Context: an optimization exercise on an open-source flow, tuned for small area, a short achievable clock period and few clock cycles. The choices shown serve that exercise and are no tape-out recipe.
RTL that was checked went through simulation tests only; none was proved equivalent to the original.
Only the layout flow was run in run 2; the RTL was not checked for function there.

==> flow/design.v (outline; a module is shown in full before it is edited, if it fits) <==
// module HW3_FPMUL_SP: 743 lines
module HW3_FPMUL_SP(Clk, Rst, St, FPmplier, FPmcand, Done, Ovf, Unf, FPproduct);
  // ...
==> flow/flow/run.sh <==
#!/bin/bash
# The standard layout, except that the port buffers are buf_2 cells rather than the
# default pick; every input and output port still gets its own buffer.
bash standard.sh "BUFFER_PORTS_ARGS=-buffer_cell sky130_fd_sc_hd__buf_2" finish > standard.log 2>&1
==> flow/standard.sh <==
#!/bin/bash
# synth_recipe.tcl (not shown) runs the flow's synth.tcl, then flattens the netlist and writes it again
# the make line also repeats each setting of config.mk as NAME=value (left out here)
make -C /OpenROAD-flow-scripts/flow DESIGN_CONFIG=/design/flow/config.mk WORK_HOME=/design/flow/orfs CLKGATE_MAP_FILE= SYNTH_SCRIPT=/design/flow/synth_recipe.tcl "${@:-finish}"
==> flow/config.mk <==
export PLATFORM = sky130hd
export DESIGN_NAME = HW3_FPMUL_SP
export DESIGN_NICKNAME = HW3_FPMUL_SP
export VERILOG_FILES = /design/flow/design.v
export SDC_FILE = /design/flow/constraint.sdc
export NUM_CORES = 4
export LEC_CHECK = 0
export CAP_MARGIN = 20
export CORE_MARGIN = 2
export CORE_UTILIZATION = 40
export CTS_BUF_LIST = sky130_fd_sc_hd__clkbuf_4 sky130_fd_sc_hd__clkbuf_8
export SLEW_MARGIN = 20
==> flow/constraint.sdc <==
create_clock -name core_clock -period 9.0 [get_ports {Clk}]
set_input_delay 1.8000 -clock core_clock [delete_from_list [all_inputs] [get_ports {Clk}]]
set_output_delay 1.8000 -clock core_clock [all_outputs]
set_load 0.01 [all_outputs]
==> summary.txt, run 1 <==
Status
  – Run status: no timing/DRC/antenna violations

Clocking
  – Clock slew at reported path FFs: 0.12 ns
  – Clock sinks: 124

Setup path
  – WP depth: 17
  – Cell mode on critical path: fa_1
  – Worst R2R Start: ng[6]
  – Critical Path Source Type: register
  – CP endpoint kind: register
  – CP endpoint: P[24]
  – Worst Setup Path Type: reg2reg

Timing
  – Crit path time final: 6.65 ns
  – Max Clock Skew: 0.0405 ns
  – Final setup viols: 0

Cells and area
  – Post-Layout Cell Count: 2,340
  – Finished Core Util: 44.1%
  – Layout fillers: 3,966
  – Top cell category: multi-input gates

Route
  – Post-DRT Antenna Nets: 0
  – WL met1: 23,200 um
  – WL met2: 22,800 um

Floorplanning
  – I/O pins: 102
  – Starting Density: 40.8%
  – Full die area: 43,500 um2

Placed design
  – DP Wirelength: 37,600 um
  – Cell count after placement: 2,306

Logic synthesis
  – Most area-consuming cells after synthesis: fa_1 (19%), xnor2_1 (11%), dfxtp_1 (11%)
  – Synth Area in Compound Gates: 25.1%
  – Adder-cell area share of the yosys netlist: 29.6%
  – Syn_nets: 2,162
  – Primary FF master, synth: dfxtp_1

Global route
  – Initial antenna violation count: 1
  – Met2 usage: 36.7%
Testbench counts, summed over its fixed seeds: cycles 16,000.
==> inputs of run 2 (changes only) <==
--- a/flow/design.v
+++ b/flow/design.v
@@ -460,270 +460,464 @@
   wire fc202 = (y7[25] & fc157) | (y7[25] & fs158) | (fc157 & fs158);
   wire fs203 = 1'b1 ^ ~ng7 ^ fc158;
   wire fc203 = (1'b1 & ~ng7) | (1'b1 & fc158) | (~ng7 & fc158);
   wire [47:0] TS = {fc202, fc201, fc200, fc199, fc198, fc197, fc196, fc195, fc194, fc193, fc192, fc191, fc190, fc189, fc188, fc187, fc186, fc185, fc184, fc183, fc182, fc181, fc180, fc179, fc178, fc177, fc176, fc175, fc174, fc173, fc172, fc171, fc170, fc169, fc168, fc167, fc166, fc165, fc164, fc163, fc162, fc161, fc160, fc159, y1[0], y0[2], y0[1], ng0};
   wire [47:0] TC = {fs203, fs202, fs201, fs200, fs199, fs198, fs197, fs196, fs195, fs194, fs193, fs192, fs191, fs190, fs189, fs188, fs187, fs186, fs185, fs184, fs183, fs182, fs181, fs180, fs179, fs178, fs177, fs176, fs175, fs174, fs173, fs172, fs171, fs170, fs169, fs168, fs167, fs166, fs165, fs164, fs163, fs162, fs161, fs160, fs159, 1'b0, 1'b0, y0[0]};
   wire [47:0] g0 = TS & TC, p0 = TS ^ TC;
   wire gq1_1 = g0[1] | (p0[1] & g0[0]);
   wire pq1_1 = p0[1] & p0[0];
+  wire gq1_2 = g0[2] | (p0[2] & g0[1]);
+  wire pq1_2 = p0[2] & p0[1];
   wire gq1_3 = g0[3] | (p0[3] & g0[2]);
   wire pq1_3 = p0[3] & p0[2];
+  wire gq1_4 = g0[4] | (p0[4] & g0[3]);
+  wire pq1_4 = p0[4] & p0[3];
   wire gq1_5 = g0[5] | (p0[5] & g0[4]);
   wire pq1_5 = p0[5] & p0[4];
+  wire gq1_6 = g0[6] | (p0[6] & g0[5]);
+  wire pq1_6 = p0[6] & p0[5];
   wire gq1_7 = g0[7] | (p0[7] & g0[6]);
   wire pq1_7 = p0[7] & p0[6];
+  wire gq1_8 = g0[8] | (p0[8] & g0[7]);
+  wire pq1_8 = p0[8] & p0[7];
   wire gq1_9 = g0[9] | (p0[9] & g0[8]);
   wire pq1_9 = p0[9] & p0[8];
+  wire gq1_10 = g0[10] | (p0[10] & g0[9]);
+  wire pq1_10 = p0[10] & p0[9];
   wire gq1_11 = g0[11] | (p0[11] & g0[10]);
   wire pq1_11 = p0[11] & p0[10];
+  wire gq1_12 = g0[12] | (p0[12] & g0[11]);
+  wire pq1_12 = p0[12] & p0[11];
   wire gq1_13 = g0[13] | (p0[13] & g0[12]);
   wire pq1_13 = p0[13] & p0[12];
+  wire gq1_14 = g0[14] | (p0[14] & g0[13]);
+  wire pq1_14 = p0[14] & p0[13];
   wire gq1_15 = g0[15] | (p0[15] & g0[14]);
   wire pq1_15 = p0[15] & p0[14];
+  wire gq1_16 = g0[16] | (p0[16] & g0[15]);
+  wire pq1_16 = p0[16] & p0[15];
   wire gq1_17 = g0[17] | (p0[17] & g0[16]);
   wire pq1_17 = p0[17] & p0[16];
+  wire gq1_18 = g0[18] | (p0[18] & g0[17]);
+  wire pq1_18 = p0[18] & p0[17];
   wire gq1_19 = g0[19] | (p0[19] & g0[18]);
   wire pq1_19 = p0[19] & p0[18];
+  wire gq1_20 = g0[20] | (p0[20] & g0[19]);
+  wire pq1_20 = p0[20] & p0[19];
   wire gq1_21 = g0[21] | (p0[21] & g0[20]);
   wire pq1_21 = p0[21] & p0[20];
+  wire gq1_22 = g0[22] | (p0[22] & g0[21]);
+  wire pq1_22 = p0[22] & p0[21];
   wire gq1_23 = g0[23] | (p0[23] & g0[22]);
   wire pq1_23 = p0[23] & p0[22];
+  wire gq1_24 = g0[24] | (p0[24] & g0[23]);
+  wire pq1_24 = p0[24] & p0[23];
   wire gq1_25 = g0[25] | (p0[25] & g0[24]);
   wire pq1_25 = p0[25] & p0[24];
+  wire gq1_26 = g0[26] | (p0[26] & g0[25]);
+  wire pq1_26 = p0[26] & p0[25];
   wire gq1_27 = g0[27] | (p0[27] & g0[26]);
   wire pq1_27 = p0[27] & p0[26];
+  wire gq1_28 = g0[28] | (p0[28] & g0[27]);
+  wire pq1_28 = p0[28] & p0[27];
   wire gq1_29 = g0[29] | (p0[29] & g0[28]);
   wire pq1_29 = p0[29] & p0[28];
+  wire gq1_30 = g0[30] | (p0[30] & g0[29]);
+  wire pq1_30 = p0[30] & p0[29];
   wire gq1_31 = g0[31] | (p0[31] & g0[30]);
   wire pq1_31 = p0[31] & p0[30];
+  wire gq1_32 = g0[32] | (p0[32] & g0[31]);
+  wire pq1_32 = p0[32] & p0[31];
   wire gq1_33 = g0[33] | (p0[33] & g0[32]);
   wire pq1_33 = p0[33] & p0[32];
+  wire gq1_34 = g0[34] | (p0[34] & g0[33]);
+  wire pq1_34 = p0[34] & p0[33];
   wire gq1_35 = g0[35] | (p0[35] & g0[34]);
   wire pq1_35 = p0[35] & p0[34];
+  wire gq1_36 = g0[36] | (p0[36] & g0[35]);
+  wire pq1_36 = p0[36] & p0[35];
   wire gq1_37 = g0[37] | (p0[37] & g0[36]);
   wire pq1_37 = p0[37] & p0[36];
+  wire gq1_38 = g0[38] | (p0[38] & g0[37]);
+  wire pq1_38 = p0[38] & p0[37];
   wire gq1_39 = g0[39] | (p0[39] & g0[38]);
   wire pq1_39 = p0[39] & p0[38];
+  wire gq1_40 = g0[40] | (p0[40] & g0[39]);
+  wire pq1_40 = p0[40] & p0[39];
   wire gq1_41 = g0[41] | (p0[41] & g0[40]);
   wire pq1_41 = p0[41] & p0[40];
+  wire gq1_42 = g0[42] | (p0[42] & g0[41]);
+  wire pq1_42 = p0[42] & p0[41];
   wire gq1_43 = g0[43] | (p0[43] & g0[42]);
   wire pq1_43 = p0[43] & p0[42];
+  wire gq1_44 = g0[44] | (p0[44] & g0[43]);
+  wire pq1_44 = p0[44] & p0[43];
   wire gq1_45 = g0[45] | (p0[45] & g0[44]);
   wire pq1_45 = p0[45] & p0[44];
+  wire gq1_46 = g0[46] | (p0[46] & g0[45]);
+  wire pq1_46 = p0[46] & p0[45];
   wire gq1_47 = g0[47] | (p0[47] & g0[46]);
   wire pq1_47 = p0[47] & p0[46];
-  wire gq2_2 = g0[2] | (p0[2] & gq1_1);
-  wire pq2_2 = p0[2] & pq1_1;
+  wire gq2_2 = gq1_2 | (pq1_2 & g0[0]);
+  wire pq2_2 = pq1_2 & p0[0];
   wire gq2_3 = gq1_3 | (pq1_3 & gq1_1);
   wire pq2_3 = pq1_3 & pq1_1;
-  wire gq2_6 = g0[6] | (p0[6] & gq1_5);
-  wire pq2_6 = p0[6] & pq1_5;
+  wire gq2_4 = gq1_4 | (pq1_4 & gq1_2);
+  wire pq2_4 = pq1_4 & pq1_2;
+  wire gq2_5 = gq1_5 | (pq1_5 & gq1_3);
+  wire pq2_5 = pq1_5 & pq1_3;
+  wire gq2_6 = gq1_6 | (pq1_6 & gq1_4);
+  wire pq2_6 = pq1_6 & pq1_4;
   wire gq2_7 = gq1_7 | (pq1_7 & gq1_5);
   wire pq2_7 = pq1_7 & pq1_5;
-  wire gq2_10 = g0[10] | (p0[10] & gq1_9);
-  wire pq2_10 = p0[10] & pq1_9;
+  wire gq2_8 = gq1_8 | (pq1_8 & gq1_6);
+  wire pq2_8 = pq1_8 & pq1_6;
+  wire gq2_9 = gq1_9 | (pq1_9 & gq1_7);
+  wire pq2_9 = pq1_9 & pq1_7;
+  wire gq2_10 = gq1_10 | (pq1_10 & gq1_8);
+  wire pq2_10 = pq1_10 & pq1_8;
   wire gq2_11 = gq1_11 | (pq1_11 & gq1_9);
   wire pq2_11 = pq1_11 & pq1_9;
-  wire gq2_14 = g0[14] | (p0[14] & gq1_13);
-  wire pq2_14 = p0[14] & pq1_13;
+  wire gq2_12 = gq1_12 | (pq1_12 & gq1_10);
+  wire pq2_12 = pq1_12 & pq1_10;
+  wire gq2_13 = gq1_13 | (pq1_13 & gq1_11);
+  wire pq2_13 = pq1_13 & pq1_11;
+  wire gq2_14 = gq1_14 | (pq1_14 & gq1_12);
+  wire pq2_14 = pq1_14 & pq1_12;
   wire gq2_15 = gq1_15 | (pq1_15 & gq1_13);
   wire pq2_15 = pq1_15 & pq1_13;
-  wire gq2_18 = g0[18] | (p0[18] & gq1_17);
-  wire pq2_18 = p0[18] & pq1_17;
+  wire gq2_16 = gq1_16 | (pq1_16 & gq1_14);
+  wire pq2_16 = pq1_16 & pq1_14;
+  wire gq2_17 = gq1_17 | (pq1_17 & gq1_15);
+  wire pq2_17 = pq1_17 & pq1_15;
+  wire gq2_18 = gq1_18 | (pq1_18 & gq1_16);
+  wire pq2_18 = pq1_18 & pq1_16;
   wire gq2_19 = gq1_19 | (pq1_19 & gq1_17);
   wire pq2_19 = pq1_19 & pq1_17;
-  wire gq2_22 = g0[22] | (p0[22] & gq1_21);
-  wire pq2_22 = p0[22] & pq1_21;
+  wire gq2_20 = gq1_20 | (pq1_20 & gq1_18);
+  wire pq2_20 = pq1_20 & pq1_18;
+  wire gq2_21 = gq1_21 | (pq1_21 & gq1_19);
+  wire pq2_21 = pq1_21 & pq1_19;
+  wire gq2_22 = gq1_22 | (pq1_22 & gq1_20);
+  wire pq2_22 = pq1_22 & pq1_20;
   wire gq2_23 = gq1_23 | (pq1_23 & gq1_21);
   wire pq2_23 = pq1_23 & pq1_21;
-  wire gq2_26 = g0[26] | (p0[26] & gq1_25);
-  wire pq2_26 = p0[26] & pq1_25;
+  wire gq2_24 = gq1_24 | (pq1_24 & gq1_22);
+  wire pq2_24 = pq1_24 & pq1_22;
+  wire gq2_25 = gq1_25 | (pq1_25 & gq1_23);
+  wire pq2_25 = pq1_25 & pq1_23;
+  wire gq2_26 = gq1_26 | (pq1_26 & gq1_24);
+  wire pq2_26 = pq1_26 & pq1_24;
   wire gq2_27 = gq1_27 | (pq1_27 & gq1_25);
   wire pq2_27 = pq1_27 & pq1_25;
-  wire gq2_30 = g0[30] | (p0[30] & gq1_29);
-  wire pq2_30 = p0[30] & pq1_29;
+  wire gq2_28 = gq1_28 | (pq1_28 & gq1_26);
+  wire pq2_28 = pq1_28 & pq1_26;
+  wire gq2_29 = gq1_29 | (pq1_29 & gq1_27);
+  wire pq2_29 = pq1_29 & pq1_27;
+  wire gq2_30 = gq1_30 | (pq1_30 & gq1_28);
+  wire pq2_30 = pq1_30 & pq1_28;
   wire gq2_31 = gq1_31 | (pq1_31 & gq1_29);
   wire pq2_31 = pq1_31 & pq1_29;
-  wire gq2_34 = g0[34] | (p0[34] & gq1_33);
-  wire pq2_34 = p0[34] & pq1_33;
+  wire gq2_32 = gq1_32 | (pq1_32 & gq1_30);
+  wire pq2_32 = pq1_32 & pq1_30;
+  wire gq2_33 = gq1_33 | (pq1_33 & gq1_31);
+  wire pq2_33 = pq1_33 & pq1_31;
+  wire gq2_34 = gq1_34 | (pq1_34 & gq1_32);
+  wire pq2_34 = pq1_34 & pq1_32;
   wire gq2_35 = gq1_35 | (pq1_35 & gq1_33);
   wire pq2_35 = pq1_35 & pq1_33;
-  wire gq2_38 = g0[38] | (p0[38] & gq1_37);
-  wire pq2_38 = p0[38] & pq1_37;
+  wire gq2_36 = gq1_36 | (pq1_36 & gq1_34);
+  wire pq2_36 = pq1_36 & pq1_34;
+  wire gq2_37 = gq1_37 | (pq1_37 & gq1_35);
+  wire pq2_37 = pq1_37 & pq1_35;
+  wire gq2_38 = gq1_38 | (pq1_38 & gq1_36);
+  wire pq2_38 = pq1_38 & pq1_36;
   wire gq2_39 = gq1_39 | (pq1_39 & gq1_37);
   wire pq2_39 = pq1_39 & pq1_37;
-  wire gq2_42 = g0[42] | (p0[42] & gq1_41);
-  wire pq2_42 = p0[42] & pq1_41;
+  wire gq2_40 = gq1_40 | (pq1_40 & gq1_38);
+  wire pq2_40 = pq1_40 & pq1_38;
+  wire gq2_41 = gq1_41 | (pq1_41 & gq1_39);
+  wire pq2_41 = pq1_41 & pq1_39;
+  wire gq2_42 = gq1_42 | (pq1_42 & gq1_40);
+  wire pq2_42 = pq1_42 & pq1_40;
   wire gq2_43 = gq1_43 | (pq1_43 & gq1_41);
   wire pq2_43 = pq1_43 & pq1_41;
-  wire gq2_46 = g0[46] | (p0[46] & gq1_45);
-  wire pq2_46 = p0[46] & pq1_45;
+  wire gq2_44 = gq1_44 | (pq1_44 & gq1_42);
+  wire pq2_44 = pq1_44 & pq1_42;
+  wire gq2_45 = gq1_45 | (pq1_45 & gq1_43);
+  wire pq2_45 = pq1_45 & pq1_43;
+  wire gq2_46 = gq1_46 | (pq1_46 & gq1_44);
+  wire pq2_46 = pq1_46 & pq1_44;
   wire gq2_47 = gq1_47 | (pq1_47 & gq1_45);
   wire pq2_47 = pq1_47 & pq1_45;
-  wire gq3_4 = g0[4] | (p0[4] & gq2_3);
-  wire pq3_4 = p0[4] & pq2_3;
-  wire gq3_5 = gq1_5 | (pq1_5 & gq2_3);
-  wire pq3_5 = pq1_5 & pq2_3;
-  wire gq3_6 = gq2_6 | (pq2_6 & gq2_3);
-  wire pq3_6 = pq2_6 & pq2_3;
+  wire gq3_4 = gq2_4 | (pq2_4 & g0[0]);
+  wire pq3_4 = pq2_4 & p0[0];
+  wire gq3_5 = gq2_5 | (pq2_5 & gq1_1);
+  wire pq3_5 = pq2_5 & pq1_1;
+  wire gq3_6 = gq2_6 | (pq2_6 & gq2_2);
+  wire pq3_6 = pq2_6 & pq2_2;
   wire gq3_7 = gq2_7 | (pq2_7 & gq2_3);
   wire pq3_7 = pq2_7 & pq2_3;
-  wire gq3_12 = g0[12] | (p0[12] & gq2_11);
-  wire pq3_12 = p0[12] & pq2_11;
-  wire gq3_13 = gq1_13 | (pq1_13 & gq2_11);
-  wire pq3_13 = pq1_13 & pq2_11;
-  wire gq3_14 = gq2_14 | (pq2_14 & gq2_11);
-  wire pq3_14 = pq2_14 & pq2_11;
+  wire gq3_8 = gq2_8 | (pq2_8 & gq2_4);
+  wire pq3_8 = pq2_8 & pq2_4;
+  wire gq3_9 = gq2_9 | (pq2_9 & gq2_5);
+  wire pq3_9 = pq2_9 & pq2_5;
+  wire gq3_10 = gq2_10 | (pq2_10 & gq2_6);
+  wire pq3_10 = pq2_10 & pq2_6;
+  wire gq3_11 = gq2_11 | (pq2_11 & gq2_7);
+  wire pq3_11 = pq2_11 & pq2_7;
+  wire gq3_12 = gq2_12 | (pq2_12 & gq2_8);
+  wire pq3_12 = pq2_12 & pq2_8;
+  wire gq3_13 = gq2_13 | (pq2_13 & gq2_9);
+  wire pq3_13 = pq2_13 & pq2_9;
+  wire gq3_14 = gq2_14 | (pq2_14 & gq2_10);
+  wire pq3_14 = pq2_14 & pq2_10;
   wire gq3_15 = gq2_15 | (pq2_15 & gq2_11);
   wire pq3_15 = pq2_15 & pq2_11;
-  wire gq3_20 = g0[20] | (p0[20] & gq2_19);
-  wire pq3_20 = p0[20] & pq2_19;
-  wire gq3_21 = gq1_21 | (pq1_21 & gq2_19);
-  wire pq3_21 = pq1_21 & pq2_19;
-  wire gq3_22 = gq2_22 | (pq2_22 & gq2_19);
-  wire pq3_22 = pq2_22 & pq2_19;
+  wire gq3_16 = gq2_16 | (pq2_16 & gq2_12);
+  wire pq3_16 = pq2_16 & pq2_12;
+  wire gq3_17 = gq2_17 | (pq2_17 & gq2_13);
+  wire pq3_17 = pq2_17 & pq2_13;
+  wire gq3_18 = gq2_18 | (pq2_18 & gq2_14);
+  wire pq3_18 = pq2_18 & pq2_14;
+  wire gq3_19 = gq2_19 | (pq2_19 & gq2_15);
+  wire pq3_19 = pq2_19 & pq2_15;
+  wire gq3_20 = gq2_20 | (pq2_20 & gq2_16);
+  wire pq3_20 = pq2_20 & pq2_16;
+  wire gq3_21 = gq2_21 | (pq2_21 & gq2_17);
+  wire pq3_21 = pq2_21 & pq2_17;
+  wire gq3_22 = gq2_22 | (pq2_22 & gq2_18);
+  wire pq3_22 = pq2_22 & pq2_18;
   wire gq3_23 = gq2_23 | (pq2_23 & gq2_19);
   wire pq3_23 = pq2_23 & pq2_19;
-  wire gq3_28 = g0[28] | (p0[28] & gq2_27);
-  wire pq3_28 = p0[28] & pq2_27;
-  wire gq3_29 = gq1_29 | (pq1_29 & gq2_27);
-  wire pq3_29 = pq1_29 & pq2_27;
-  wire gq3_30 = gq2_30 | (pq2_30 & gq2_27);
-  wire pq3_30 = pq2_30 & pq2_27;
+  wire gq3_24 = gq2_24 | (pq2_24 & gq2_20);
+  wire pq3_24 = pq2_24 & pq2_20;
+  wire gq3_25 = gq2_25 | (pq2_25 & gq2_21);
+  wire pq3_25 = pq2_25 & pq2_21;
+  wire gq3_26 = gq2_26 | (pq2_26 & gq2_22);
+  wire pq3_26 = pq2_26 & pq2_22;
+  wire gq3_27 = gq2_27 | (pq2_27 & gq2_23);
+  wire pq3_27 = pq2_27 & pq2_23;
+  wire gq3_28 = gq2_28 | (pq2_28 & gq2_24);
+  wire pq3_28 = pq2_28 & pq2_24;
+  wire gq3_29 = gq2_29 | (pq2_29 & gq2_25);
+  wire pq3_29 = pq2_29 & pq2_25;
+  wire gq3_30 = gq2_30 | (pq2_30 & gq2_26);
+  wire pq3_30 = pq2_30 & pq2_26;
   wire gq3_31 = gq2_31 | (pq2_31 & gq2_27);
   wire pq3_31 = pq2_31 & pq2_27;
-  wire gq3_36 = g0[36] | (p0[36] & gq2_35);
-  wire pq3_36 = p0[36] & pq2_35;
-  wire gq3_37 = gq1_37 | (pq1_37 & gq2_35);
-  wire pq3_37 = pq1_37 & pq2_35;
-  wire gq3_38 = gq2_38 | (pq2_38 & gq2_35);
-  wire pq3_38 = pq2_38 & pq2_35;
+  wire gq3_32 = gq2_32 | (pq2_32 & gq2_28);
+  wire pq3_32 = pq2_32 & pq2_28;
+  wire gq3_33 = gq2_33 | (pq2_33 & gq2_29);
+  wire pq3_33 = pq2_33 & pq2_29;
+  wire gq3_34 = gq2_34 | (pq2_34 & gq2_30);
+  wire pq3_34 = pq2_34 & pq2_30;
+  wire gq3_35 = gq2_35 | (pq2_35 & gq2_31);
+  wire pq3_35 = pq2_35 & pq2_31;
+  wire gq3_36 = gq2_36 | (pq2_36 & gq2_32);
+  wire pq3_36 = pq2_36 & pq2_32;
+  wire gq3_37 = gq2_37 | (pq2_37 & gq2_33);
+  wire pq3_37 = pq2_37 & pq2_33;
+  wire gq3_38 = gq2_38 | (pq2_38 & gq2_34);
+  wire pq3_38 = pq2_38 & pq2_34;
   wire gq3_39 = gq2_39 | (pq2_39 & gq2_35);
   wire pq3_39 = pq2_39 & pq2_35;
-  wire gq3_44 = g0[44] | (p0[44] & gq2_43);
-  wire pq3_44 = p0[44] & pq2_43;
-  wire gq3_45 = gq1_45 | (pq1_45 & gq2_43);
-  wire pq3_45 = pq1_45 & pq2_43;
-  wire gq3_46 = gq2_46 | (pq2_46 & gq2_43);
-  wire pq3_46 = pq2_46 & pq2_43;
+  wire gq3_40 = gq2_40 | (pq2_40 & gq2_36);
+  wire pq3_40 = pq2_40 & pq2_36;
+  wire gq3_41 = gq2_41 | (pq2_41 & gq2_37);
+  wire pq3_41 = pq2_41 & pq2_37;
+  wire gq3_42 = gq2_42 | (pq2_42 & gq2_38);
+  wire pq3_42 = pq2_42 & pq2_38;
+  wire gq3_43 = gq2_43 | (pq2_43 & gq2_39);
+  wire pq3_43 = pq2_43 & pq2_39;
+  wire gq3_44 = gq2_44 | (pq2_44 & gq2_40);
+  wire pq3_44 = pq2_44 & pq2_40;
+  wire gq3_45 = gq2_45 | (pq2_45 & gq2_41);
+  wire pq3_45 = pq2_45 & pq2_41;
+  wire gq3_46 = gq2_46 | (pq2_46 & gq2_42);
+  wire pq3_46 = pq2_46 & pq2_42;
   wire gq3_47 = gq2_47 | (pq2_47 & gq2_43);
   wire pq3_47 = pq2_47 & pq2_43;
-  wire gq4_8 = g0[8] | (p0[8] & gq3_7);
-  wire pq4_8 = p0[8] & pq3_7;
-  wire gq4_9 = gq1_9 | (pq1_9 & gq3_7);
-  wire pq4_9 = pq1_9 & pq3_7;
-  wire gq4_10 = gq2_10 | (pq2_10 & gq3_7);
-  wire pq4_10 = pq2_10 & pq3_7;
-  wire gq4_11 = gq2_11 | (pq2_11 & gq3_7);
-  wire pq4_11 = pq2_11 & pq3_7;
-  wire gq4_12 = gq3_12 | (pq3_12 & gq3_7);
-  wire pq4_12 = pq3_12 & pq3_7;
-  wire gq4_13 = gq3_13 | (pq3_13 & gq3_7);
-  wire pq4_13 = pq3_13 & pq3_7;
-  wire gq4_14 = gq3_14 | (pq3_14 & gq3_7);
-  wire pq4_14 = pq3_14 & pq3_7;
+  wire gq4_8 = gq3_8 | (pq3_8 & g0[0]);
+  wire pq4_8 = pq3_8 & p0[0];
+  wire gq4_9 = gq3_9 | (pq3_9 & gq1_1);
+  wire pq4_9 = pq3_9 & pq1_1;
+  wire gq4_10 = gq3_10 | (pq3_10 & gq2_2);
+  wire pq4_10 = pq3_10 & pq2_2;
+  wire gq4_11 = gq3_11 | (pq3_11 & gq2_3);
+  wire pq4_11 = pq3_11 & pq2_3;
+  wire gq4_12 = gq3_12 | (pq3_12 & gq3_4);
+  wire pq4_12 = pq3_12 & pq3_4;
+  wire gq4_13 = gq3_13 | (pq3_13 & gq3_5);
+  wire pq4_13 = pq3_13 & pq3_5;
+  wire gq4_14 = gq3_14 | (pq3_14 & gq3_6);
+  wire pq4_14 = pq3_14 & pq3_6;
   wire gq4_15 = gq3_15 | (pq3_15 & gq3_7);
   wire pq4_15 = pq3_15 & pq3_7;
-  wire gq4_24 = g0[24] | (p0[24] & gq3_23);
-  wire pq4_24 = p0[24] & pq3_23;
-  wire gq4_25 = gq1_25 | (pq1_25 & gq3_23);
-  wire pq4_25 = pq1_25 & pq3_23;
-  wire gq4_26 = gq2_26 | (pq2_26 & gq3_23);
-  wire pq4_26 = pq2_26 & pq3_23;
-  wire gq4_27 = gq2_27 | (pq2_27 & gq3_23);
-  wire pq4_27 = pq2_27 & pq3_23;
-  wire gq4_28 = gq3_28 | (pq3_28 & gq3_23);
-  wire pq4_28 = pq3_28 & pq3_23;
-  wire gq4_29 = gq3_29 | (pq3_29 & gq3_23);
-  wire pq4_29 = pq3_29 & pq3_23;
-  wire gq4_30 = gq3_30 | (pq3_30 & gq3_23);
-  wire pq4_30 = pq3_30 & pq3_23;
+  wire gq4_16 = gq3_16 | (pq3_16 & gq3_8);
+  wire pq4_16 = pq3_16 & pq3_8;
+  wire gq4_17 = gq3_17 | (pq3_17 & gq3_9);
+  wire pq4_17 = pq3_17 & pq3_9;
+  wire gq4_18 = gq3_18 | (pq3_18 & gq3_10);
+  wire pq4_18 = pq3_18 & pq3_10;
+  wire gq4_19 = gq3_19 | (pq3_19 & gq3_11);
+  wire pq4_19 = pq3_19 & pq3_11;
+  wire gq4_20 = gq3_20 | (pq3_20 & gq3_12);
+  wire pq4_20 = pq3_20 & pq3_12;
+  wire gq4_21 = gq3_21 | (pq3_21 & gq3_13);
+  wire pq4_21 = pq3_21 & pq3_13;
+  wire gq4_22 = gq3_22 | (pq3_22 & gq3_14);
+  wire pq4_22 = pq3_22 & pq3_14;
+  wire gq4_23 = gq3_23 | (pq3_23 & gq3_15);
+  wire pq4_23 = pq3_23 & pq3_15;
+  wire gq4_24 = gq3_24 | (pq3_24 & gq3_16);
+  wire pq4_24 = pq3_24 & pq3_16;
+  wire gq4_25 = gq3_25 | (pq3_25 & gq3_17);
+  wire pq4_25 = pq3_25 & pq3_17;
+  wire gq4_26 = gq3_26 | (pq3_26 & gq3_18);
+  wire pq4_26 = pq3_26 & pq3_18;
+  wire gq4_27 = gq3_27 | (pq3_27 & gq3_19);
+  wire pq4_27 = pq3_27 & pq3_19;
+  wire gq4_28 = gq3_28 | (pq3_28 & gq3_20);
+  wire pq4_28 = pq3_28 & pq3_20;
+  wire gq4_29 = gq3_29 | (pq3_29 & gq3_21);
+  wire pq4_29 = pq3_29 & pq3_21;
+  wire gq4_30 = gq3_30 | (pq3_30 & gq3_22);
+  wire pq4_30 = pq3_30 & pq3_22;
   wire gq4_31 = gq3_31 | (pq3_31 & gq3_23);
   wire pq4_31 = pq3_31 & pq3_23;
-  wire gq4_40 = g0[40] | (p0[40] & gq3_39);
-  wire pq4_40 = p0[40] & pq3_39;
-  wire gq4_41 = gq1_41 | (pq1_41 & gq3_39);
-  wire pq4_41 = pq1_41 & pq3_39;
-  wire gq4_42 = gq2_42 | (pq2_42 & gq3_39);
-  wire pq4_42 = pq2_42 & pq3_39;
-  wire gq4_43 = gq2_43 | (pq2_43 & gq3_39);
-  wire pq4_43 = pq2_43 & pq3_39;
-  wire gq4_44 = gq3_44 | (pq3_44 & gq3_39);
-  wire pq4_44 = pq3_44 & pq3_39;
-  wire gq4_45 = gq3_45 | (pq3_45 & gq3_39);
-  wire pq4_45 = pq3_45 & pq3_39;
-  wire gq4_46 = gq3_46 | (pq3_46 & gq3_39);
-  wire pq4_46 = pq3_46 & pq3_39;
+  wire gq4_32 = gq3_32 | (pq3_32 & gq3_24);
+  wire pq4_32 = pq3_32 & pq3_24;
+  wire gq4_33 = gq3_33 | (pq3_33 & gq3_25);
+  wire pq4_33 = pq3_33 & pq3_25;
+  wire gq4_34 = gq3_34 | (pq3_34 & gq3_26);
+  wire pq4_34 = pq3_34 & pq3_26;
+  wire gq4_35 = gq3_35 | (pq3_35 & gq3_27);
+  wire pq4_35 = pq3_35 & pq3_27;
+  wire gq4_36 = gq3_36 | (pq3_36 & gq3_28);
+  wire pq4_36 = pq3_36 & pq3_28;
+  wire gq4_37 = gq3_37 | (pq3_37 & gq3_29);
+  wire pq4_37 = pq3_37 & pq3_29;
+  wire gq4_38 = gq3_38 | (pq3_38 & gq3_30);
+  wire pq4_38 = pq3_38 & pq3_30;
+  wire gq4_39 = gq3_39 | (pq3_39 & gq3_31);
+  wire pq4_39 = pq3_39 & pq3_31;
+  wire gq4_40 = gq3_40 | (pq3_40 & gq3_32);
+  wire pq4_40 = pq3_40 & pq3_32;
+  wire gq4_41 = gq3_41 | (pq3_41 & gq3_33);
+  wire pq4_41 = pq3_41 & pq3_33;
+  wire gq4_42 = gq3_42 | (pq3_42 & gq3_34);
+  wire pq4_42 = pq3_42 & pq3_34;
+  wire gq4_43 = gq3_43 | (pq3_43 & gq3_35);
+  wire pq4_43 = pq3_43 & pq3_35;
+  wire gq4_44 = gq3_44 | (pq3_44 & gq3_36);
+  wire pq4_44 = pq3_44 & pq3_36;
+  wire gq4_45 = gq3_45 | (pq3_45 & gq3_37);
+  wire pq4_45 = pq3_45 & pq3_37;
+  wire gq4_46 = gq3_46 | (pq3_46 & gq3_38);
+  wire pq4_46 = pq3_46 & pq3_38;
   wire gq4_47 = gq3_47 | (pq3_47 & gq3_39);
   wire pq4_47 = pq3_47 & pq3_39;
-  wire gq5_16 = g0[16] | (p0[16] & gq4_15);
-  wire pq5_16 = p0[16] & pq4_15;
-  wire gq5_17 = gq1_17 | (pq1_17 & gq4_15);
-  wire pq5_17 = pq1_17 & pq4_15;
-  wire gq5_18 = gq2_18 | (pq2_18 & gq4_15);
-  wire pq5_18 = pq2_18 & pq4_15;
-  wire gq5_19 = gq2_19 | (pq2_19 & gq4_15);
-  wire pq5_19 = pq2_19 & pq4_15;
-  wire gq5_20 = gq3_20 | (pq3_20 & gq4_15);
-  wire pq5_20 = pq3_20 & pq4_15;
-  wire gq5_21 = gq3_21 | (pq3_21 & gq4_15);
-  wire pq5_21 = pq3_21 & pq4_15;
-  wire gq5_22 = gq3_22 | (pq3_22 & gq4_15);
-  wire pq5_22 = pq3_22 & pq4_15;
-  wire gq5_23 = gq3_23 | (pq3_23 & gq4_15);
-  wire pq5_23 = pq3_23 & pq4_15;
-  wire gq5_24 = gq4_24 | (pq4_24 & gq4_15);
-  wire pq5_24 = pq4_24 & pq4_15;
-  wire gq5_25 = gq4_25 | (pq4_25 & gq4_15);
-  wire pq5_25 = pq4_25 & pq4_15;
-  wire gq5_26 = gq4_26 | (pq4_26 & gq4_15);
-  wire pq5_26 = pq4_26 & pq4_15;
-  wire gq5_27 = gq4_27 | (pq4_27 & gq4_15);
-  wire pq5_27 = pq4_27 & pq4_15;
-  wire gq5_28 = gq4_28 | (pq4_28 & gq4_15);
-  wire pq5_28 = pq4_28 & pq4_15;
-  wire gq5_29 = gq4_29 | (pq4_29 & gq4_15);
-  wire pq5_29 = pq4_29 & pq4_15;
-  wire gq5_30 = gq4_30 | (pq4_30 & gq4_15);
-  wire pq5_30 = pq4_30 & pq4_15;
+  wire gq5_16 = gq4_16 | (pq4_16 & g0[0]);
+  wire pq5_16 = pq4_16 & p0[0];
+  wire gq5_17 = gq4_17 | (pq4_17 & gq1_1);
+  wire pq5_17 = pq4_17 & pq1_1;
+  wire gq5_18 = gq4_18 | (pq4_18 & gq2_2);
+  wire pq5_18 = pq4_18 & pq2_2;
+  wire gq5_19 = gq4_19 | (pq4_19 & gq2_3);
+  wire pq5_19 = pq4_19 & pq2_3;
+  wire gq5_20 = gq4_20 | (pq4_20 & gq3_4);
+  wire pq5_20 = pq4_20 & pq3_4;
+  wire gq5_21 = gq4_21 | (pq4_21 & gq3_5);
+  wire pq5_21 = pq4_21 & pq3_5;
+  wire gq5_22 = gq4_22 | (pq4_22 & gq3_6);
+  wire pq5_22 = pq4_22 & pq3_6;
+  wire gq5_23 = gq4_23 | (pq4_23 & gq3_7);
+  wire pq5_23 = pq4_23 & pq3_7;
+  wire gq5_24 = gq4_24 | (pq4_24 & gq4_8);
+  wire pq5_24 = pq4_24 & pq4_8;
+  wire gq5_25 = gq4_25 | (pq4_25 & gq4_9);
+  wire pq5_25 = pq4_25 & pq4_9;
+  wire gq5_26 = gq4_26 | (pq4_26 & gq4_10);
+  wire pq5_26 = pq4_26 & pq4_10;
+  wire gq5_27 = gq4_27 | (pq4_27 & gq4_11);
+  wire pq5_27 = pq4_27 & pq4_11;
+  wire gq5_28 = gq4_28 | (pq4_28 & gq4_12);
+  wire pq5_28 = pq4_28 & pq4_12;
+  wire gq5_29 = gq4_29 | (pq4_29 & gq4_13);
+  wire pq5_29 = pq4_29 & pq4_13;
+  wire gq5_30 = gq4_30 | (pq4_30 & gq4_14);
+  wire pq5_30 = pq4_30 & pq4_14;
   wire gq5_31 = gq4_31 | (pq4_31 & gq4_15);
   wire pq5_31 = pq4_31 & pq4_15;
-  wire gq6_32 = g0[32] | (p0[32] & gq5_31);
-  wire pq6_32 = p0[32] & pq5_31;
-  wire gq6_33 = gq1_33 | (pq1_33 & gq5_31);
-  wire pq6_33 = pq1_33 & pq5_31;
-  wire gq6_34 = gq2_34 | (pq2_34 & gq5_31);
-  wire pq6_34 = pq2_34 & pq5_31;
-  wire gq6_35 = gq2_35 | (pq2_35 & gq5_31);
-  wire pq6_35 = pq2_35 & pq5_31;
-  wire gq6_36 = gq3_36 | (pq3_36 & gq5_31);
-  wire pq6_36 = pq3_36 & pq5_31;
-  wire gq6_37 = gq3_37 | (pq3_37 & gq5_31);
-  wire pq6_37 = pq3_37 & pq5_31;
-  wire gq6_38 = gq3_38 | (pq3_38 & gq5_31);
-  wire pq6_38 = pq3_38 & pq5_31;
-  wire gq6_39 = gq3_39 | (pq3_39 & gq5_31);
-  wire pq6_39 = pq3_39 & pq5_31;
-  wire gq6_40 = gq4_40 | (pq4_40 & gq5_31);
-  wire pq6_40 = pq4_40 & pq5_31;
-  wire gq6_41 = gq4_41 | (pq4_41 & gq5_31);
-  wire pq6_41 = pq4_41 & pq5_31;
-  wire gq6_42 = gq4_42 | (pq4_42 & gq5_31);
-  wire pq6_42 = pq4_42 & pq5_31;
-  wire gq6_43 = gq4_43 | (pq4_43 & gq5_31);
-  wire pq6_43 = pq4_43 & pq5_31;
-  wire gq6_44 = gq4_44 | (pq4_44 & gq5_31);
-  wire pq6_44 = pq4_44 & pq5_31;
-  wire gq6_45 = gq4_45 | (pq4_45 & gq5_31);
-  wire pq6_45 = pq4_45 & pq5_31;
-  wire gq6_46 = gq4_46 | (pq4_46 & gq5_31);
-  wire pq6_46 = pq4_46 & pq5_31;
-  wire gq6_47 = gq4_47 | (pq4_47 & gq5_31);
-  wire pq6_47 = pq4_47 & pq5_31;
+  wire gq5_32 = gq4_32 | (pq4_32 & gq4_16);
+  wire pq5_32 = pq4_32 & pq4_16;
+  wire gq5_33 = gq4_33 | (pq4_33 & gq4_17);
+  wire pq5_33 = pq4_33 & pq4_17;
+  wire gq5_34 = gq4_34 | (pq4_34 & gq4_18);
+  wire pq5_34 = pq4_34 & pq4_18;
+  wire gq5_35 = gq4_35 | (pq4_35 & gq4_19);
+  wire pq5_35 = pq4_35 & pq4_19;
+  wire gq5_36 = gq4_36 | (pq4_36 & gq4_20);
+  wire pq5_36 = pq4_36 & pq4_20;
+  wire gq5_37 = gq4_37 | (pq4_37 & gq4_21);
+  wire pq5_37 = pq4_37 & pq4_21;
+  wire gq5_38 = gq4_38 | (pq4_38 & gq4_22);
+  wire pq5_38 = pq4_38 & pq4_22;
+  wire gq5_39 = gq4_39 | (pq4_39 & gq4_23);
+  wire pq5_39 = pq4_39 & pq4_23;
+  wire gq5_40 = gq4_40 | (pq4_40 & gq4_24);
+  wire pq5_40 = pq4_40 & pq4_24;
+  wire gq5_41 = gq4_41 | (pq4_41 & gq4_25);
+  wire pq5_41 = pq4_41 & pq4_25;
+  wire gq5_42 = gq4_42 | (pq4_42 & gq4_26);
+  wire pq5_42 = pq4_42 & pq4_26;
+  wire gq5_43 = gq4_43 | (pq4_43 & gq4_27);
+  wire pq5_43 = pq4_43 & pq4_27;
+  wire gq5_44 = gq4_44 | (pq4_44 & gq4_28);
+  wire pq5_44 = pq4_44 & pq4_28;
+  wire gq5_45 = gq4_45 | (pq4_45 & gq4_29);
+  wire pq5_45 = pq4_45 & pq4_29;
+  wire gq5_46 = gq4_46 | (pq4_46 & gq4_30);
+  wire pq5_46 = pq4_46 & pq4_30;
+  wire gq5_47 = gq4_47 | (pq4_47 & gq4_31);
+  wire pq5_47 = pq4_47 & pq4_31;
+  wire gq6_32 = gq5_32 | (pq5_32 & g0[0]);
+  wire pq6_32 = pq5_32 & p0[0];
+  wire gq6_33 = gq5_33 | (pq5_33 & gq1_1);
+  wire pq6_33 = pq5_33 & pq1_1;
+  wire gq6_34 = gq5_34 | (pq5_34 & gq2_2);
+  wire pq6_34 = pq5_34 & pq2_2;
+  wire gq6_35 = gq5_35 | (pq5_35 & gq2_3);
+  wire pq6_35 = pq5_35 & pq2_3;
+  wire gq6_36 = gq5_36 | (pq5_36 & gq3_4);
+  wire pq6_36 = pq5_36 & pq3_4;
+  wire gq6_37 = gq5_37 | (pq5_37 & gq3_5);
+  wire pq6_37 = pq5_37 & pq3_5;
+  wire gq6_38 = gq5_38 | (pq5_38 & gq3_6);
+  wire pq6_38 = pq5_38 & pq3_6;
+  wire gq6_39 = gq5_39 | (pq5_39 & gq3_7);
+  wire pq6_39 = pq5_39 & pq3_7;
+  wire gq6_40 = gq5_40 | (pq5_40 & gq4_8);
+  wire pq6_40 = pq5_40 & pq4_8;
+  wire gq6_41 = gq5_41 | (pq5_41 & gq4_9);
+  wire pq6_41 = pq5_41 & pq4_9;
+  wire gq6_42 = gq5_42 | (pq5_42 & gq4_10);
+  wire pq6_42 = pq5_42 & pq4_10;
+  wire gq6_43 = gq5_43 | (pq5_43 & gq4_11);
+  wire pq6_43 = pq5_43 & pq4_11;
+  wire gq6_44 = gq5_44 | (pq5_44 & gq4_12);
+  wire pq6_44 = pq5_44 & pq4_12;
+  wire gq6_45 = gq5_45 | (pq5_45 & gq4_13);
+  wire pq6_45 = pq5_45 & pq4_13;
+  wire gq6_46 = gq5_46 | (pq5_46 & gq4_14);
+  wire pq6_46 = pq5_46 & pq4_14;
+  wire gq6_47 = gq5_47 | (pq5_47 & gq4_15);
+  wire pq6_47 = pq5_47 & pq4_15;
   wire [47:0] PF = p0 ^ {gq6_46, gq6_45, gq6_44, gq6_43, gq6_42, gq6_41, gq6_40, gq6_39, gq6_38, gq6_37, gq6_36, gq6_35, gq6_34, gq6_33, gq6_32, gq5_31, gq5_30, gq5_29, gq5_28, gq5_27, gq5_26, gq5_25, gq5_24, gq5_23, gq5_22, gq5_21, gq5_20, gq5_19, gq5_18, gq5_17, gq5_16, gq4_15, gq4_14, gq4_13, gq4_12, gq4_11, gq4_10, gq4_9, gq4_8, gq3_7, gq3_6, gq3_5, gq3_4, gq2_3, gq2_2, gq1_1, g0[0], 1'b0};
   always @(posedge Clk) begin
     if (Rst) begin
       Done <= 1'b1;
       busy <= 1'b0;
     end else begin
       Done <= !(Done && St);
       busy <= Done && St;
==> flow/run.sh (new file) <==
#!/bin/bash
# synth_recipe.tcl (not shown) runs the flow's synth.tcl, then flattens the netlist and writes it again
# the make line also repeats each setting of config.mk as NAME=value (left out here)
make -C /OpenROAD-flow-scripts/flow DESIGN_CONFIG=/design/flow/config.mk WORK_HOME=/design/flow/orfs CLKGATE_MAP_FILE= SYNTH_SCRIPT=/design/flow/synth_recipe.tcl finish
==> flow/config.mk (replaced) <==
export PLATFORM = sky130hd
export DESIGN_NAME = HW3_FPMUL_SP
export DESIGN_NICKNAME = HW3_FPMUL_SP
export VERILOG_FILES = /design/flow/design.v
export SDC_FILE = /design/flow/constraint.sdc
export NUM_CORES = 4
export LEC_CHECK = 0
export ABC_CLOCK_PERIOD_IN_PS = 3500
export CAP_MARGIN = 20
export CORE_MARGIN = 2
export CORE_UTILIZATION = 40
export SETUP_SLACK_MARGIN = 5
export SLEW_MARGIN = 20
removed: flow/flow/run.sh
removed: flow/standard.sh
==> summary.txt, run 2 <==
Floorplanning
  – Die Ht: 209 um (was 208 um)
  – Starting Density: 40.3% (was 40.8%)
  – Rows: 75 (was 74)
  – Full die area: 43,600 um2 (was 43,500 um2)
  – Die width: 209 um (was 208 um)
  – I/O pins: 102 (unchanged)
  – Core Box Area: 41,700 um2 (was 41,000 um2)

Setup path
  – Worst R2R Start: M3[17] (was ng[6])
  – Crit-path cells: a22o_1, a221oi_4, xnor2_2, fa_1, fa_2, fa_1, fa_1, ha_4, nand2_2, or4_4, or3_4, o22ai_4, o21ai_2, o21ai_2, a41o_2, o211a_4, a41oi_4, nor2b_4, xnor2_1 (was inv_1, xnor2_1, fa_1, fa_1, inv_1, fa_1, fa_1, ha_1, a21o_1, a21o_1, a221oi_1, o32ai_1, nor2_2, o311ai_4, or3_1, a31oi_1, xnor2_1)
  – Worst Setup Path Type: reg2reg (unchanged)
  – Worst EP required: 9.19 ns (was 9.27 ns)
  – CP max stage delay: 0.54 ns (was 0.98 ns)
  – Worst R2R Path Depth: 19 (was 17)
  – Critical Path AT: 6.11 ns (was 6.92 ns)
  – CP endpoint kind: register (unchanged)
  – Worst-path maximum fanout: 8 (was 16)
  – CP startpoint: M3[17] (was ng[6])
  – WP buf/inv: 0 (was 2)
  – Cell mode on critical path: fa_1 (unchanged)
  – Slowest cell on crit path: fa_1 (was dfxtp_1)
  – Critical Path Source Type: register (unchanged)
  – WP depth: 19 (was 17)
  – R2R setup slack: 3.09 ns (was 2.35 ns)
  – Critical path's top delay family: adder cells (unchanged)

Route
  – 1st-pass router iterations: 9 (was 6)
  – Post-route DRC: 0 (unchanged)
  – Drt via density: 6.22 (was 6.11)
  – Initial DRC count: 2,054 (was 1,793)
  – Total number of vias: 15,245 (was 14,301)
  – Total Wirelength: 60,300 um (was 54,000 um)
  – Routed len/inst: 24.6 um (was 23.1 um)
  – Post-DRT Antenna Nets: 0 (unchanged)

Clocking
  – Root Buffer: clkbuf_16 (was clkbuf_8)
  – H-tree Lvls: 4 (unchanged)
  – TritonCTS clock tree: yes (unchanged)
  – Hold_buf cts: 0 (unchanged)
  – Clk buf depth: 2 (unchanged)
  – CTS Buf Count: 17 (unchanged)
  – Worst skew pair latency: 0.45 ns (was 0.54 ns)
  – Clock sinks: 124 (unchanged)
  – Clock slew at reported path FFs: 0.07 ns (was 0.12 ns)

Logic synthesis
  – Ys async rst share: 0% (unchanged)
  – Synth cell types: 59 (was 57)
  – Cell area after synthesis: 16,800 um2 (was 16,700 um2)
  – Share of the synthesized area in the top cell type: 19.2% (was 19.4%)
  – Synth Instances: 1,817 (was 1,797)
  – Primary FF master, synth: dfxtp_1 (unchanged)
  – FF+latch count, synth: 124 (unchanged)
  – EDFF count, synth: 35 (unchanged)
  – Ys Warns: 1 (unchanged)
  – Sequential share of the synthesized area: 16.9% (about the same)
  – Synth Area per Inst: 9.24 um2 (was 9.31 um2)
  – Top-count cell post-synth: inv_1 (was xnor2_1)
  – Syn_nets: 2,181 (was 2,162)
  – Top post-synthesis cells by count: inv_1 (216), xnor2_1 (191), a221oi_1 (172) (was xnor2_1 (210), inv_1 (209), a221oi_1 (171))
  – Cell taking the most area after synthesis: fa_1 (unchanged)
  – Most area-consuming cells after synthesis: fa_1 (19%), dfxtp_1 (11%), ha_1 (10%) (was fa_1 (19%), xnor2_1 (11%), dfxtp_1 (11%))

Cells and area
  – Layout fillers: 3,893 (was 3,966)
  – Area Overhead vs Synth: 23.4% (was 8.19%)
  – Layout cells sized above 1: 19.8% (was 12.4%)
  – Sequential cell area: 2940 um2 (was 2830 um2)
  – Finished Core Util: 49.7% (was 44.1%)
  – Diode count: 0 (was 2)
  – Top Registers: M3 x25, P x25, M x23 (unchanged)
  – Layout net count: 2,263 (was 2,158)
  – Post-Layout Cell Count: 2,451 (was 2,340)
  – Area of the multi-input gates: 13,200 um2 (was 12,400 um2)
  – Leading cell type in the layout, fill and taps excluded: inv_1 (was xnor2_1)
  – Most frequent cells in the layout: inv_1 (212), xnor2_1 (184), a22o_1 (163) (was xnor2_1 (210), inv_1 (209), a221oi_1 (171))

Global route
  – Global-route wire length before repair: 91,300 um (was 83,900 um)
  – Tot GR Track Use: 27.2% (was 24.8%)
  – Vias in the first global route: 15,169 (was 14,403)
  – Largest net degree at the start of global routing: 27 (unchanged)
  – Initial antenna violation count: 1 (unchanged)
  – Congestion Overflow GR: 0 (unchanged)

Placed design
  – GPL Wtd Cong: 0.960 (was 0.911)
  – Cell count after placement: 2,333 (was 2,306)
  – DP Wirelength: 40,700 um (was 37,600 um)
  – Port-buffer cells: 101 (unchanged)

Hold path
  – WHS Path Cells: 0 (unchanged)
  – Worst hold path type: reg2reg (unchanged)
  – Hold wc startpoint: busy (unchanged)

Timing
  – Worst-Margin Slew: 0.738 ns (was 1.22 ns)
  – Crit path time final: 5.91 ns (was 6.65 ns)
  – Max Clock Skew: 0.0143 ns (was 0.0405 ns)
  – Unrepaired setup endpoints after global routing: yes (was no)
  – Hold Fails Final Rpt: 0 (unchanged)
  – Final setup viols: 0 (unchanged)
  – Worst hold slack: 0.715 ns (was 0.701 ns)
  – Slew HR: 49.5% (was 18.8%)
  – TNS Setup: 0 ns (unchanged)
  – Max Clk Rate: 169 MHz (was 150 MHz)
  – Slew Limit Fails: 0 (unchanged)
  – Crit share post-route: 65.7% (was 73.9%)

Flow run
  – Reported max-cap violation count: 0 (unchanged)

Status
  – Run status: no timing/DRC/antenna violations (unchanged)
-- run 2: changes by cell type after synthesis, sizes merged, moves of 5 or more --
cell / previous run / this run
nand2b: 10 / 4
xor2: 28 / 40
a21oi: 60 / 69
o21bai: 3 / 9
nor2: 75 / 82
o211ai: 6 / 1
inv: 213 / 219
nand2: 45 / 38
xnor2: 210 / 191
-- run 2: through the flow --
stage	cell area, um2	setup slack [ns]
floorplan	17200	3.37
global placement	18500	2.49
detailed placement	18500	2.37
CTS	20200	3.14
global route	20700	2.90
finish	20700	3.09
-- run 2: cell type report --
class                   instances  area share [%]
multi-input cells            1292            63.9
flip-flops and latches        124            14.2
repair buffers                245            11.8
inverters                     219            4.00
well taps                     539            3.26
clock buffers                  17            2.05
clock inverters                15           0.773
-- run 2: what timing repair did --
item / 4_1_cts / 5_1_grt
buffers inserted: 62 / 18
cloned: 5 / 1
endpoints found under the hold margin: 0 / 0
pin swaps: 31 / 48
setup endpoints to repair: 43 / 40
gates resized for setup: 158 / 82
-- run 2: per-layer routing --
| metal | GRT usage [%] | routed length (um) |
|---|---|---|
| met2 | 40.1 | 25500 |
| met3 | 7.54 | 7020 |
| met5 | 0 | 0 |
| met4 | 12.3 | 2850 |
| met1 | 37.1 | 25000 |
-- run 2: worst paths after layout --
kind	endpoint
max	P[20]
min	P[2]
max reg2reg	P[20]
min reg2reg	P[2]
-- run 2: cell families after synthesis --
logic type | after synthesis | share of synthesized area, %
adder cells (fa/ha/maj) | 297 | 29.3
AND/OR/NAND/NOR | 195 | 5.41
XOR/XNOR | 231 | 12.1
buffers and inverters | 401 | 9.00
AO/OA/AOI/OAI | 546 | 25.8
multiplexers | 23 | 1.54
flip-flops | 124 | 16.9

-- static timing again, ports no longer ideal --
In the flow no input, the clock included, has a driving cell. The finished layouts below were timed again as built, in two steps. Step 1 sets driving cells, clkbuf_16 on the clock port and buf_2 on the other inputs (assumed; they add their load-dependent delay and slew). Step 2 times the ports against the registers' clock, not the clock port: input delays grow and output delays shrink by t, the midpoint of the rising clock arrivals with the driver on. a / b / c = ideal / step 1 / step 2; a / b = the first two.
run | shift t [ns] | setup slack, ns | worst hold slack (ns) | worst setup path at the end
run 1 | 0.566 | 2.351 / 2.351 / 2.351 | 0.701 / 0.701 / 0.701 | register to register
run 2 | 0.497 | 3.087 / 3.087 / 3.087 | 0.715 / 0.715 / 0.715 | register to register
After both steps setup and hold are still met in every run listed.
